Source: an optimization exercise on an open RTL-to-GDS flow (aim: small area). Production flows keep margins and buffers that such runs may drop.
Function was checked by simulation only, so behaviour that the tests miss may differ from the original.
No activity file was given, so power comes from the tool's default toggle rates.

==> design.v <==
module PE(
    input wire [7:0] inp_north, 
    input wire [7:0] inp_west,   
    input wire clk,              
    input wire rst,              
    output reg [7:0] outp_south, 
    output reg [7:0] outp_east,  
    output reg [15:0] result      
);
always @(posedge clk or posedge rst) begin
    if (rst) begin
        outp_south <= 0;
        outp_east <= 0;
        result <= 0;
    end
    else begin
        outp_south <= inp_north;  
        outp_east <= inp_west;    
        result <= result + (inp_north * inp_west);
    end
end
endmodule
module systolic_array(
    input wire[7:0] inp_west0,
    input wire[7:0] inp_west4,
    input wire[7:0] inp_west8,
    input wire[7:0] inp_west12,
    input wire[7:0] inp_north0,
    input wire[7:0] inp_north1,
    input wire[7:0] inp_north2,
    input wire[7:0] inp_north3,
    output reg [15:0] out00,
    output reg [15:0] out01,
    output reg [15:0] out02,
    output reg [15:0] out03,
    output reg [15:0] out04,
    output reg [15:0] out05,
    output reg [15:0] out06,
    output reg [15:0] out07,
    output reg [15:0] out08,
    output reg [15:0] out09,
    output reg [15:0] out10,
    output reg [15:0] out11,
    output reg [15:0] out12,
    output reg [15:0] out13,
    output reg [15:0] out14,
    output reg [15:0] out15,
	input wire clk, 
    input wire rst, 
    output reg done);
reg [3:0] cycle_counter;
wire [7:0] out_south[3:0][3:0]; 
wire [7:0] out_east[3:0][3:0];  
wire [15:0] res[3:0][3:0];
PE pe00 (.inp_north(inp_north0), .inp_west(inp_west0), .clk(clk), .rst(rst), .outp_south(out_south[0][0]), .outp_east(out_east[0][0]), .result(res[0][0]));
PE pe01 (.inp_north(inp_north1), .inp_west(out_east[0][0]), .clk(clk), .rst(rst), .outp_south(out_south[0][1]), .outp_east(out_east[0][1]), .result(res[0][1]));
PE pe02 (.inp_north(inp_north2), .inp_west(out_east[0][1]), .clk(clk), .rst(rst), .outp_south(out_south[0][2]), .outp_east(out_east[0][2]), .result(res[0][2]));
PE pe03 (.inp_north(inp_north3), .inp_west(out_east[0][2]), .clk(clk), .rst(rst), .outp_south(out_south[0][3]), .outp_east(out_east[0][3]), .result(res[0][3]));
PE pe04 (.inp_north(out_south[0][0]), .inp_west(inp_west4), .clk(clk), .rst(rst), .outp_south(out_south[1][0]), .outp_east(out_east[1][0]), .result(res[1][0]));
PE pe05 (.inp_north(out_south[0][1]), .inp_west(out_east[1][0]), .clk(clk), .rst(rst), .outp_south(out_south[1][1]), .outp_east(out_east[1][1]), .result(res[1][1]));
PE pe06 (.inp_north(out_south[0][2]), .inp_west(out_east[1][1]), .clk(clk), .rst(rst), .outp_south(out_south[1][2]), .outp_east(out_east[1][2]), .result(res[1][2]));
PE pe07 (.inp_north(out_south[0][3]), .inp_west(out_east[1][2]), .clk(clk), .rst(rst), .outp_south(out_south[1][3]), .outp_east(out_east[1][3]), .result(res[1][3]));
PE pe08 (.inp_north(out_south[1][0]), .inp_west(inp_west8), .clk(clk), .rst(rst), .outp_south(out_south[2][0]), .outp_east(out_east[2][0]), .result(res[2][0]));
PE pe09 (.inp_north(out_south[1][1]), .inp_west(out_east[2][0]), .clk(clk), .rst(rst), .outp_south(out_south[2][1]), .outp_east(out_east[2][1]), .result(res[2][1]));
PE pe10 (.inp_north(out_south[1][2]), .inp_west(out_east[2][1]), .clk(clk), .rst(rst), .outp_south(out_south[2][2]), .outp_east(out_east[2][2]), .result(res[2][2]));
PE pe11 (.inp_north(out_south[1][3]), .inp_west(out_east[2][2]), .clk(clk), .rst(rst), .outp_south(out_south[2][3]), .outp_east(out_east[2][3]), .result(res[2][3]));
PE pe12 (.inp_north(out_south[2][0]), .inp_west(inp_west12), .clk(clk), .rst(rst), .outp_south(out_south[3][0]), .outp_east(out_east[3][0]), .result(res[3][0]));
PE pe13 (.inp_north(out_south[2][1]), .inp_west(out_east[3][0]), .clk(clk), .rst(rst), .outp_south(out_south[3][1]), .outp_east(out_east[3][1]), .result(res[3][1]));
PE pe14 (.inp_north(out_south[2][2]), .inp_west(out_east[3][1]), .clk(clk), .rst(rst), .outp_south(out_south[3][2]), .outp_east(out_east[3][2]), .result(res[3][2]));
PE pe15 (.inp_north(out_south[2][3]), .inp_west(out_east[3][2]), .clk(clk), .rst(rst), .outp_south(out_south[3][3]), .outp_east(out_east[3][3]), .result(res[3][3]));
  always @(posedge clk or posedge rst) begin
    if (rst ) begin
      	out00 = 0; 
      out01 = 0; 
      out02 = 0; 
      out03 = 0;
      out04 = 0; 
      out05 = 0; 
      out06 = 0; 
      out07 = 0;
      out08 = 0; 
      out09 = 0; 
      out10 = 0; 
      out11 = 0;
      out12 = 0; 
      out13 = 0; 
      out14 = 0; 
      out15 = 0;
        done <= 0;
        cycle_counter <= 0;
    end else if (!done) begin
      	out00 = res[0][3]; 
        out01 = res[0][2]; 
        out02 = res[0][1]; 
        out03 = res[0][0];
        out04 = res[1][3]; 
        out05 = res[1][2]; 
        out06 = res[1][1]; 
        out07 = res[1][0];
        out08 = res[2][3]; 
        out09 = res[2][2]; 
        out10 = res[2][1]; 
        out11 = res[2][0];
        out12 = res[3][3]; 
        out13 = res[3][2]; 
        out14 = res[3][1]; 
        out15 = res[3][0];
      if (cycle_counter < 11) begin
            cycle_counter <= cycle_counter + 1;
        end else begin
            done <= 1;   
        end
    end
end
endmodule
==> run.sh <==
#!/bin/bash
# synth_recipe.tcl (not shown) runs the flow's synth.tcl, then flattens the netlist and writes it again
# the make line also repeats each setting of config.mk as NAME=value (left out here)
make -C /OpenROAD-flow-scripts/flow DESIGN_CONFIG=/design/flow/config.mk WORK_HOME=/design/flow/orfs CLKGATE_MAP_FILE= SYNTH_SCRIPT=/design/flow/synth_recipe.tcl finish
==> config.mk <==
export PLATFORM = sky130hd
export DESIGN_NAME = systolic_array
export DESIGN_NICKNAME = systolic_array
export VERILOG_FILES = /design/flow/design.v
export SDC_FILE = /design/flow/constraint.sdc
export NUM_CORES = 4
export LEC_CHECK = 0
export CAP_MARGIN = 20
export CORE_MARGIN = 2
export CORE_UTILIZATION = 40
export SLEW_MARGIN = 20
==> constraint.sdc <==
create_clock -name core_clock -period 6.0 [get_ports {clk}]
set_input_delay 1.2000 -clock core_clock [delete_from_list [all_inputs] [get_ports {clk}]]
set_output_delay 1.2000 -clock core_clock [all_outputs]
set_load 0.01 [all_outputs]
==> notes.md <==
==> how the worst min path moves through the flow <==
| stage | start | cells past startpoint | endpoint |
|---|---|---|---|
| global placement | out08[13] | 2 | out08[13] |
| CTS | out12[5] | 2 | out12[5] |
| floorplan | pe00.outp_east[0] | 0 | pe01.outp_east[0] |
| global route | out15[13] | 2 | out15[13] |
| detailed placement | out12[5] | 2 | out12[5] |
| finish | out09[7] | 2 | out09[7] |
==> critical path, delay by kind of cell <==
family,cells,cell delay (ns)
adder cells (fa/ha/maj),5,2.36
AO/OA/AOI/OAI,4,0.69
AND/OR/NAND/NOR,2,0.63
buffers and inverters,4,0.91
==> per-stage QoR <==
step	TNS (ns)	instances	setup WS (ns)	hold slack, ns
after floorplan	-3479.68	6088	-4.91	0.352
final	0	8555	0.835	0.479
after global placement	0	8387	0.221	0.466
after CTS	0	8549	0.899	0.487
after detailed placement	0	8387	0.141	0.472
after global routing	0	8550	0.640	0.497
==> synth_stat cells, types with 6 or more instances <==
cell | instances | share of area [%]
dfrtp_1 | 709 | 29
mux2i_1 | 6 | 0.099
nand3_1 | 22 | 0.18
mux2_2 | 99 | 1.8
o21ai_0 | 222 | 1.8
nor2b_1 | 31 | 0.32
o21ai_1 | 6 | 0.050
o21bai_1 | 15 | 0.19
o211ai_1 | 7 | 0.087
a211oi_1 | 12 | 0.15
o21a_1 | 22 | 0.27
fa_1 | 800 | 26
a21o_1 | 41 | 0.51
nor4_1 | 7 | 0.072
a211o_1 | 8 | 0.12
o311ai_0 | 6 | 0.087
ha_1 | 561 | 12
or2_2 | 6 | 0.062
a21boi_0 | 7 | 0.087
inv_1 | 1600 | 9.9
xnor2_1 | 164 | 2.4
a21oi_1 | 119 | 0.98
nor3_1 | 22 | 0.18
clkbuf_1 | 88 | 0.55
xor2_1 | 34 | 0.49
nand2_1 | 725 | 4.5
nor2_1 | 87 | 0.54
and2_1 | 520 | 5.4
nand4_1 | 12 | 0.12
a31oi_1 | 21 | 0.22
nand2b_1 | 20 | 0.21
==> layer usage <==
metal	part of all wire, %	vias up	global-route usage, %	routed length, um
met2	48	821	32.7	69400
met4	3.4	20	6.53	4960
met3	5.7	231	4.11	8320
li1	-	19000	-	-
met5	0.082	-	0	119
met1	43	20600	26.0	62500
==> cells by family after synthesis <==
family / share of synthesized area [%]
buffers and inverters: 10.5
and+or+nand+nor: 12.0
adders and majority gates: 38.0
DFF: 29.3
AOI/OAI and AO/OA: 5.41
xor gates and xnor gates: 2.86
muxes: 1.94
==> cell type report <==
class                           instances  area [sq um]  share of cell area [%]
Clock inverter                         42           676                   0.970
Timing Repair Buffer                  374          3690                    5.30
Sequential cell                       709         17700                    25.5
Inverter                             1600          6010                    8.63
Tap cell                             2016          2520                    3.62
Clock buffer                          120          2480                    3.56
Multi-Input combinational cell       3688         36500                    52.4
Antenna cell                            6          15.0                  0.0216
==> report_power, final <==
part	internal, W	switching [W]
clock	0.00356	0.00226
combinational	0.0143	0.0169
sequential	0.00716	0.00134
total	0.0250	0.0205
==> qor.yml <==
outcome:
  status: "timing/DRC/antenna clean"
detailed_routing:
  ant_nets: 0
  drtIter0Drc: 1669
  route.detailed.drc: 0
  wirelength_mm: 145
  vias_per_cell: 4.76
  drt_first_pass_iters: 5
  routedWlPerCell_um: 17.0
  vias: 40700
global_route:
  gr-total-overflow: 0
  antenna_found_initial: 19
  grt_pass1_vias: 43700
  grt_max_degree: 144
  grt_pass1_wl_mm: 240
  grt_util_all_layers_pct: 19.8
sta:
  slew_viol_final: 0
  setup_viol: 0
  finClkSkew_ns: 0.0460
  max-slew-margin-rel_pct: 34.0
  finalHoldViolations: 0
  period_share_pct: 86.1
  timing.fmax_ghz: 0.194
  rsz0062_at_grt: "no"
  layout_min_cycle_time_ns: 5.17
  worst_pin_slew_ns: 0.990
place:
  gp_congestion: 0.856
  hpwl_mm: 117
  placed_area_sq_um: 66500
  portBuffers: 322
power:
  ir_drop_uv: 478
  pwr_density_cell_nw_per_um2: 653
  leakagePower_nw: 35.8
  fin_total_pwr_w: 0.0454
synthesis:
  yosysWarnings: 2
  yosysSeqAreaShare_pct: 29.3
  ys_types: 70
  synth_ff_type: "dfrtp_1"
  synth_area_sq_um: 60600
  synth_fp_nets: 7515
  synth-edff-count: 0
  syn_inst: 6088
  async_flop_share_pct: 100
  synth.ff_latch_count: 709
  avgSynthCellArea_sq_um: 9.95
cells_and_area:
  final_layout_size_suffix_gt1_share_pct: 4.87
  area_delta_synth_final_pct: 14.9
  fin_nets: 7888
  stdcell_area_sq_um: 69600
  layout_common_cells: "1599 x inv_1, 800 x fa_1, 725 x nand2_1"
  layout_commonest_cell: "inv_1"
  fin_util_pct: 46.4
  fill_cells: 14200
clocking:
  clockBufferDepth: 3
  postCtsSetupBuffers: 0
  ctsResizeCount: 0
  clock-root-buffer: "clkbuf_16"
  clock_latency_ns: 0.72
  numCtsBuffers: 88
  clk_pin_slew_ns: 0.06
  cts_tree: "done"
  cts_num_sinks: 709
  htreeDepth: 3
  hold_buffers: 0
die:
  num_io_pins: 323
  dieWidth_um: 393
  start_util_pct: 40.4
  rows: 142
  die_h_um: 393
  coreArea_sq_um: 150000
  dieArea_sq_um: 155000
setup_path:
  end_kind: "flop"
  worst_r2r_startpoint: "pe01.outp_south[3]"
  cp-start-kind: "primary input"
  critPathSlowestCell: "clkdlybuf4s50_1"
  crit_arrival_ns: 5.78
  worstPathMaxFanout: 9
  slowest_delay_ns: 0.76
  r2r_slack_ns: 1.13
  cpMostUsedCell: "fa_1"
  reg2regPathDepth: 15
  worst-setup-path-type: "primary input to flop"
  critical_path.cell_chain: "clkdlybuf4s50_1 > nand2_1 > fa_1 > fa_1 > inv_1 > fa_1 > inv_1 > fa_1 > inv_1 > ha_1 > o21ai_1 > a21oi_2 > o41ai_4 > or4b_1 > o211ai_1"
  crit_end: "pe01.result[13]"
  r2r_end: "pe05.result[13]"
  cp_data_required_time_ns: 6.62
  crit_start: "inp_north1[5]"
worst_hold_path:
  min_path_type: "flop to flop"
flow_run:
  maxCapViolations: 0

-- re-timing with driven ports --
Ports are ideal in the flow. The routed layout listed here was re-timed in OpenROAD.
Step 1 (the two cells are an assumption about what drives the block):
set clk [get_ports {clk}]
set_driving_cell -lib_cell sky130_fd_sc_hd__clkbuf_16 $clk
set_driving_cell -lib_cell sky130_fd_sc_hd__buf_2 [delete_from_list [all_inputs] $clk]
Step 2 adds t to the input delays and takes it off the output delays; t is the mean of the earliest and latest rising clock arrival at the registers after step 1. Input paths then give back, and output paths get back, about the clock's delay inside the block.
a / b / c = ideal ports / drivers / drivers and shift; a / b = the first two.
shift t [ns]: 0.769
setup WS [ns]: 0.835 / 0.865 / 0.096
slew at the worst register clock pin (ns): 0.07 / 0.07
worst data-port slew with drivers (ns): 0.20
After both steps this run still meets setup and hold. The setup slack of this run moves by +0.030 ns with the drivers and by -0.739 ns with both steps.
